Source: an optimization exercise on an open RTL-to-GDS flow (aim: small area). Production flows keep margins and buffers that such runs may drop. Where RTL was checked, it was by simulation tests only, not by an equivalence proof against the original. Power figures rest on the tool's default switching activity, not on a simulated workload.

red:
// alu
module alu (
    input clk,
    input [31:0] a,
    input [31:0] b,
    input [4:0] op,
    output reg [31:0] out,
    output wire zflag,
    output reg nflag,
    output reg cflag,
    output reg vflag,
    output wire sflag,
    output reg hflag
);
Size in the first run: ~870 cells after synthesis, ~38 flip-flops, roughly 110 I/O pins.
Settings: LEC_CHECK=0, ABC_AREA=1, CAP_MARGIN=20, CORE_MARGIN=2, CORE_UTILIZATION=40, CTS_BUF_LIST=sky130_fd_sc_hd__clkbuf_8, CTS_CLUSTER_DIAMETER=100, CTS_CLUSTER_SIZE=40, SLEW_MARGIN=20; clock period 6.5 ns.
standard.sh (not shown) runs the stock make flow with config.mk's settings and CLKGATE_MAP_FILE= SYNTH_SCRIPT=/design/flow/synth_recipe.tcl, a recipe that flattens the netlist after the stock synthesis.
==> flow/flow/run.sh <==
#!/bin/bash
# Own layout flow: the standard ORFS flow (standard.sh) with two changes:
#  - synthesis runs synth_recipe.tcl with Yosys's abc pass pointed at an
#    area-oriented ABC mapping script (flow/abc_area.script);
#  - no full/half-adder extraction before ABC (ADDER_MAP_FILE empty);
#  - the port buffers that global placement inserts are buf_1 cells.
set -euo pipefail
W=$(pwd)
{ head -1 synth_recipe.tcl; cat flow/my_abc_proc.tcl; tail -n +2 synth_recipe.tcl; } > my_synth.tcl
export MY_ABC_SCRIPT=$W/flow/abc_area.script
bash standard.sh SYNTH_SCRIPT=$W/my_synth.tcl \
  "BUFFER_PORTS_ARGS=-buffer_cell sky130_fd_sc_hd__buf_1" ADDER_MAP_FILE= finish > standard_flow.log 2>&1
==> flow/flow/abc_area.script <==
strash
&get -n
&dch -f
&nf -R 1000
&put
==> flow/flow/my_abc_proc.tcl <==
# Yosys's abc pass runs the ABC script named by MY_ABC_SCRIPT instead of
# ORFS's abc_area/abc_speed script; everything else is synth_recipe.tcl.
proc abc {args} {
  if {[info exists ::env(MY_ABC_SCRIPT)] && $::env(MY_ABC_SCRIPT) ne ""} {
    set i [lsearch $args -script]
    if {$i >= 0} { set args [lreplace $args [expr {$i+1}] [expr {$i+1}] $::env(MY_ABC_SCRIPT)] }
  }
  puts "my_synth: abc [lsearch -inline -all $args *.script]"
  yosys abc {*}$args
}
Here is what was changed in the inputs of blue compared with red.
==> flow/flow/abc_area.script <==
strash
&get -n
&dch
&nf -R 1000
&put
Results
blue completed every stage of the flow, and the final layout passed the timing, DRC and antenna checks. From red to blue the numbers moved as follows: internal power component has decreased, fraction of cell area in non-clock buffers has decreased, share of power burned in combinational logic has decreased.
No run of this note included a check of the RTL's function; only the layout flow was run.

---

The RTL this note starts from:
==> flow/design.v <==
module alu (
    input clk,
    input [31:0] a,
    input [31:0] b,
    input [4:0] op,
    output reg [31:0] out,
    output wire zflag,
    output reg nflag,
    output reg cflag,
    output reg vflag,
    output wire sflag,
    output reg hflag
);
    assign sflag = nflag ^ vflag;
    wire valid  = ~op[4] & ((~op[3] & (op[2] | op[0])) | (op[3] & ~op[2] & ~(op[1] & op[0])));
    wire op_ld  = ~op[3] & ~op[2] & ~op[1];           
    wire upd_o  = valid;
    wire upd_f  = valid & ~op_ld;
    wire op_add = ~op[2] & op[1] & op[0];             
    wire op_sub = op[2] & ~op[1] & ~op[0];            
    wire op_and = op[2] & ~op[1] & op[0];             
    wire op_or  = op[2] & op[1] & ~op[0];             
    wire op_xor = op[2] & op[1] & op[0];              
    wire op_sh  = op[3] & (op[1] | op[0]);            
    wire op_sl  = op[3] & op[0];                      
    wire op_sr  = op[3] & op[1];                      
    wire arith  = op_add | op_sub;
    wire bsel1 = op[1] | op[3] | (op[2] & op[0]);       
    wire bsel0 = ~op[1] & ~op[0] & (op[2] | op[3]);     
    wire [31:0] bb = (b & {32{bsel1}}) | (~b & {32{bsel0}});
    wire [31:0] g  = a & bb;
    wire [31:0] t  = a | bb;
    wire [31:0] q  = a ^ bb;
    wire [7:0] bg, bp;
    genvar k;
    generate
        for (k = 0; k < 8; k = k + 1) begin : blk
            assign bg[k] = g[4*k+3] | (t[4*k+3] & g[4*k+2]) | (t[4*k+3] & t[4*k+2] & g[4*k+1])
                         | (t[4*k+3] & t[4*k+2] & t[4*k+1] & g[4*k]);
            assign bp[k] = t[4*k+3] & t[4*k+2] & t[4*k+1] & t[4*k];
        end
    endgenerate
    wire [8:0] bc;
    assign bc[0] = op[2];    
    generate
        for (k = 0; k < 8; k = k + 1) begin : bcar
            assign bc[k+1] = bg[k] | (bp[k] & bc[k]);
        end
    endgenerate
    wire [32:0] c;
    generate
        for (k = 0; k < 8; k = k + 1) begin : icar
            assign c[4*k]   = bc[k];
            assign c[4*k+1] = g[4*k]   | (t[4*k]   & c[4*k]);
            assign c[4*k+2] = g[4*k+1] | (t[4*k+1] & c[4*k+1]);
            assign c[4*k+3] = g[4*k+2] | (t[4*k+2] & c[4*k+2]);
        end
    endgenerate
    assign c[32] = bc[8];
    wire [31:0] kk  = ({32{arith}} & c[31:0]) | ({32{op_or}} & g) | ({32{op_and}} & t);
    wire [31:0] sum = q ^ kk;
    wire [15:0] hg = a[15:0] & b[15:0];
    wire [15:0] ht = a[15:0] | b[15:0];
    wire [3:0] hbg, hbp;
    generate
        for (k = 0; k < 4; k = k + 1) begin : hblk
            assign hbg[k] = hg[4*k+3] | (ht[4*k+3] & hg[4*k+2]) | (ht[4*k+3] & ht[4*k+2] & hg[4*k+1])
                          | (ht[4*k+3] & ht[4*k+2] & ht[4*k+1] & hg[4*k]);
            assign hbp[k] = ht[4*k+3] & ht[4*k+2] & ht[4*k+1] & ht[4*k];
        end
    endgenerate
    wire hc1 = hbg[0];
    wire hc2 = hbg[1] | (hbp[1] & hc1);
    wire hc3 = hbg[2] | (hbp[2] & hc2);
    wire k16 = hbg[3] | (hbp[3] & hc3);
    wire [4:0] s = b[4:0] - 5'd1;
    wire sh_ok = (b[31:6] == 26'd0) & (b[5] ? (b[4:0] == 5'd0) : (b[4:0] != 5'd0));
    wire [31:0] ar;
    generate
        for (k = 0; k < 32; k = k + 1) begin : rev
            assign ar[k] = a[31-k];
        end
    endgenerate
    wire [31:0] x  = op[1] ? ar : a;
    wire [31:0] x1 = s[0] ? {x[30:0], 1'b0} : x;
    wire [31:0] x2 = s[1] ? {x1[29:0], 2'b0} : x1;
    wire [31:0] x3 = s[2] ? {x2[27:0], 4'b0} : x2;
    wire [31:0] x4 = s[3] ? {x3[23:0], 8'b0} : x3;
    wire [31:0] sh = s[4] ? {x4[15:0], 16'b0} : x4;
    wire [31:0] shr;
    generate
        for (k = 0; k < 31; k = k + 1) begin : rev2
            assign shr[k] = sh[30-k];
        end
    endgenerate
    assign shr[31] = 1'b0;
    wire en_sl = valid & op_sl & sh_ok;
    wire en_sr = valid & op_sr & sh_ok;
    wire sel_sum = valid & ~op_sh;
    wire [31:0] res = ({32{sel_sum}} & sum)
                    | ({32{en_sl}} & {sh[30:0], 1'b0})
                    | ({32{en_sr}} & shr);
    wire vv = (res[31] & ~a[31] & ~b[31]) | (~res[31] & a[31] & b[31]);
    wire n_n = res[31];
    wire v_n = (arith | op_xor | op_sh) & vv;
    wire c_n = (arith & (c[32] ^ op[2])) | (op_sh & sh_ok & sh[31]);
    wire h_n = (op_add & c[16]) | (op_sub & ~k16 & (b[15:0] != 16'd0)) | (op_sh & sh_ok & sh[15]);
    reg z_live, z_save;
    assign zflag = z_live ? (out == 32'd0) : z_save;
    wire op_ldv = valid & op_ld;
    wire [31:0] out_n = res | ({32{~upd_o}} & out);
    always @(posedge clk) begin
        out <= out_n;
        if (upd_f | op_ldv) z_live <= upd_f;
        if (op_ldv) z_save <= zflag;
        if (upd_f) begin
            nflag <= n_n;
            cflag <= c_n;
            vflag <= v_n;
            hflag <= h_n;
        end
    end
endmodule
export LEC_CHECK = 0
export ABC_AREA = 1
export CAP_MARGIN = 20
export CORE_MARGIN = 2
export CORE_UTILIZATION = 40
export CTS_BUF_LIST = sky130_fd_sc_hd__clkbuf_4
export CTS_CLUSTER_DIAMETER = 100
export CTS_CLUSTER_SIZE = 40
export SLEW_MARGIN = 20
create_clock -name core_clock -period 6.5 [get_ports {clk}]
==> flow/flow/abc_area.script <==
strash
&get -n
&dch
&nf -R 1000
&put
Scripts as last shown in full above: flow/flow/run.sh, flow/flow/my_abc_proc.tcl
Edit:
==> flow/flow/abc_area.script (replaced) <==
strash
&get -n
&dch -f
&nf -R 1000
&put
Settings changed: CTS_CLUSTER_DIAMETER 100 to 60, CTS_CLUSTER_SIZE 40 to 10.
Result: The new run completed without violations. First-iteration DRC count came out lower by a few percent. Cell area came out lower slightly. Power falls by a few percent. Register-to-register slack gains 170 ps. Area after synthesis falls slightly. Non-clock buffer count drops by 3. Die area falls slightly. Clock-buffer cell count stays the same. Wire length is higher slightly.
Edit:
==> flow/flow/abc_area.script (replaced) <==
strash
&get -n
&dch
&nf -R 1000
&put
Settings changed: CTS_BUF_LIST sky130_fd_sc_hd__clkbuf_4 to sky130_fd_sc_hd__clkbuf_8, CTS_CLUSTER_DIAMETER 60 to 100, CTS_CLUSTER_SIZE 10 to 40.
=> Final cell count went up by 0.58%; worst setup slack is worse by 150 ps; global-route usage went down by 0.22 points.
Edit:
Settings changed: CTS_BUF_LIST sky130_fd_sc_hd__clkbuf_8 to sky130_fd_sc_hd__clkbuf_4 sky130_fd_sc_hd__clkbuf_8.
=>
- The new run completed without violations
- register-to-register slack hardly moves
- setup slack is unchanged
- design area is unchanged
- utilization stays the same
- synthesized cell count does not change
- critical path depth stays the same

---

// alu: RTL as listed in full above, without the edits since
clock: 6.5 ns
lec_check: 0
abc_area: 1
cap_margin: 20
core_margin: 2
core_utilization: 40
cts_buf_list: sky130_fd_sc_hd__clkbuf_4
cts_cluster_diameter: 100
cts_cluster_size: 40
slew_margin: 20
==> flow/flow/abc_area.script <==
strash
&get -n
&dch -f
&nf -R 1000
&put
Scripts as last shown in full above: flow/flow/run.sh, flow/flow/my_abc_proc.tcl
The baseline completed without violations.
Next try:
CORE_UTILIZATION = 50   (was 40)
CTS_BUF_LIST = sky130_fd_sc_hd__clkbuf_8   (was sky130_fd_sc_hd__clkbuf_4)
The changed run passed the timing, DRC and antenna checks.
Clock skew is lower by 0.0055 ns.
Global-route usage goes up by 7.0 points.
Setup slack loses 0.17 ns.
Next try:
==> flow/flow/abc_area.script (replaced) <==
strash
&get -n
&dch
&nf -R 1000
&put
CAP_MARGIN = 0   (was 20)
CORE_UTILIZATION = 40   (was 50)
SLEW_MARGIN = 0   (was 20)
Register-to-register slack gets better by 0.26 ns. Final area is higher slightly. Maximum frequency climbs slightly. Total power hardly moves. Core utilization is lower by 10 points. Cell count came out higher by a few percent. Worst setup slack improved by 0.024 ns. Wire length goes down slightly. Global-route usage drops by 7.2 points.
Next try:
==> flow/flow/abc_area.script (replaced) <==
strash
dch
map -D 3000
CAP_MARGIN = 20   (was 0)
SLEW_MARGIN = 20   (was 0)
Effect: The new run ran to the end with no violations. Sequential share of layout area shrinks by 0.23 points. Non-clock buffer count falls by 4. Register-to-register slack gets better by 0.05 ns. Via count goes up by 12%. Final cell count is higher by 14%. Power rose by 2.7%. Setup slack gets better by 0.25 ns. Core utilization drops by 0.99 points. Die area is higher by 2.7%. Wire length rose by 9.1%.

## static timing again, ports no longer ideal
In the flow no input, the clock included, has a driving cell. The finished layouts below were timed again as built, in two steps.
Step 1: set_driving_cell puts a clkbuf_16 on clk and a buf_2 on each other input, an assumption about the parent block.
Step 2, shift: input delay + t, output delay - t, t = (earliest + latest rising clock arrival at the registers) / 2. This alone moves slack from input paths to output paths.
a / b / c = ideal / step 1 / step 2; a / b = the first two.
| run | shift t [ns] | setup slack, ns | latest minus earliest clock arrival (ns) |
|---|---|---|---|
| red | 0.340 | 0.464 / 0.468 / 0.128 | 0.004 / 0.005 |
| blue | 0.328 | 0.478 / 0.485 / 0.157 | 0.012 / 0.012 |
| the first run of note 2 | 0.379 | 0.534 / 0.539 / 0.160 | 0.010 / 0.010 |
| the second run of note 2 | 0.373 | 0.615 / 0.613 / 0.239 | 0.013 / 0.013 |
| the third run of note 2 | 0.332 | 0.466 / 0.478 / 0.146 | 0.008 / 0.008 |
| the fourth run of note 2 | 0.332 | 0.466 / 0.478 / 0.146 | 0.008 / 0.008 |
| the first run of note 3 | 0.373 | 0.615 / 0.613 / 0.239 | 0.013 / 0.013 |
| the second run of note 3 | 0.328 | 0.442 / 0.449 / 0.121 | 0.010 / 0.010 |
| the third run of note 3 | 0.332 | 0.466 / 0.478 / 0.146 | 0.008 / 0.008 |
| the fourth run of note 3 | 0.320 | 0.719 / 0.728 / 0.409 | 0.004 / 0.005 |
After both steps every run listed still meets setup and hold.
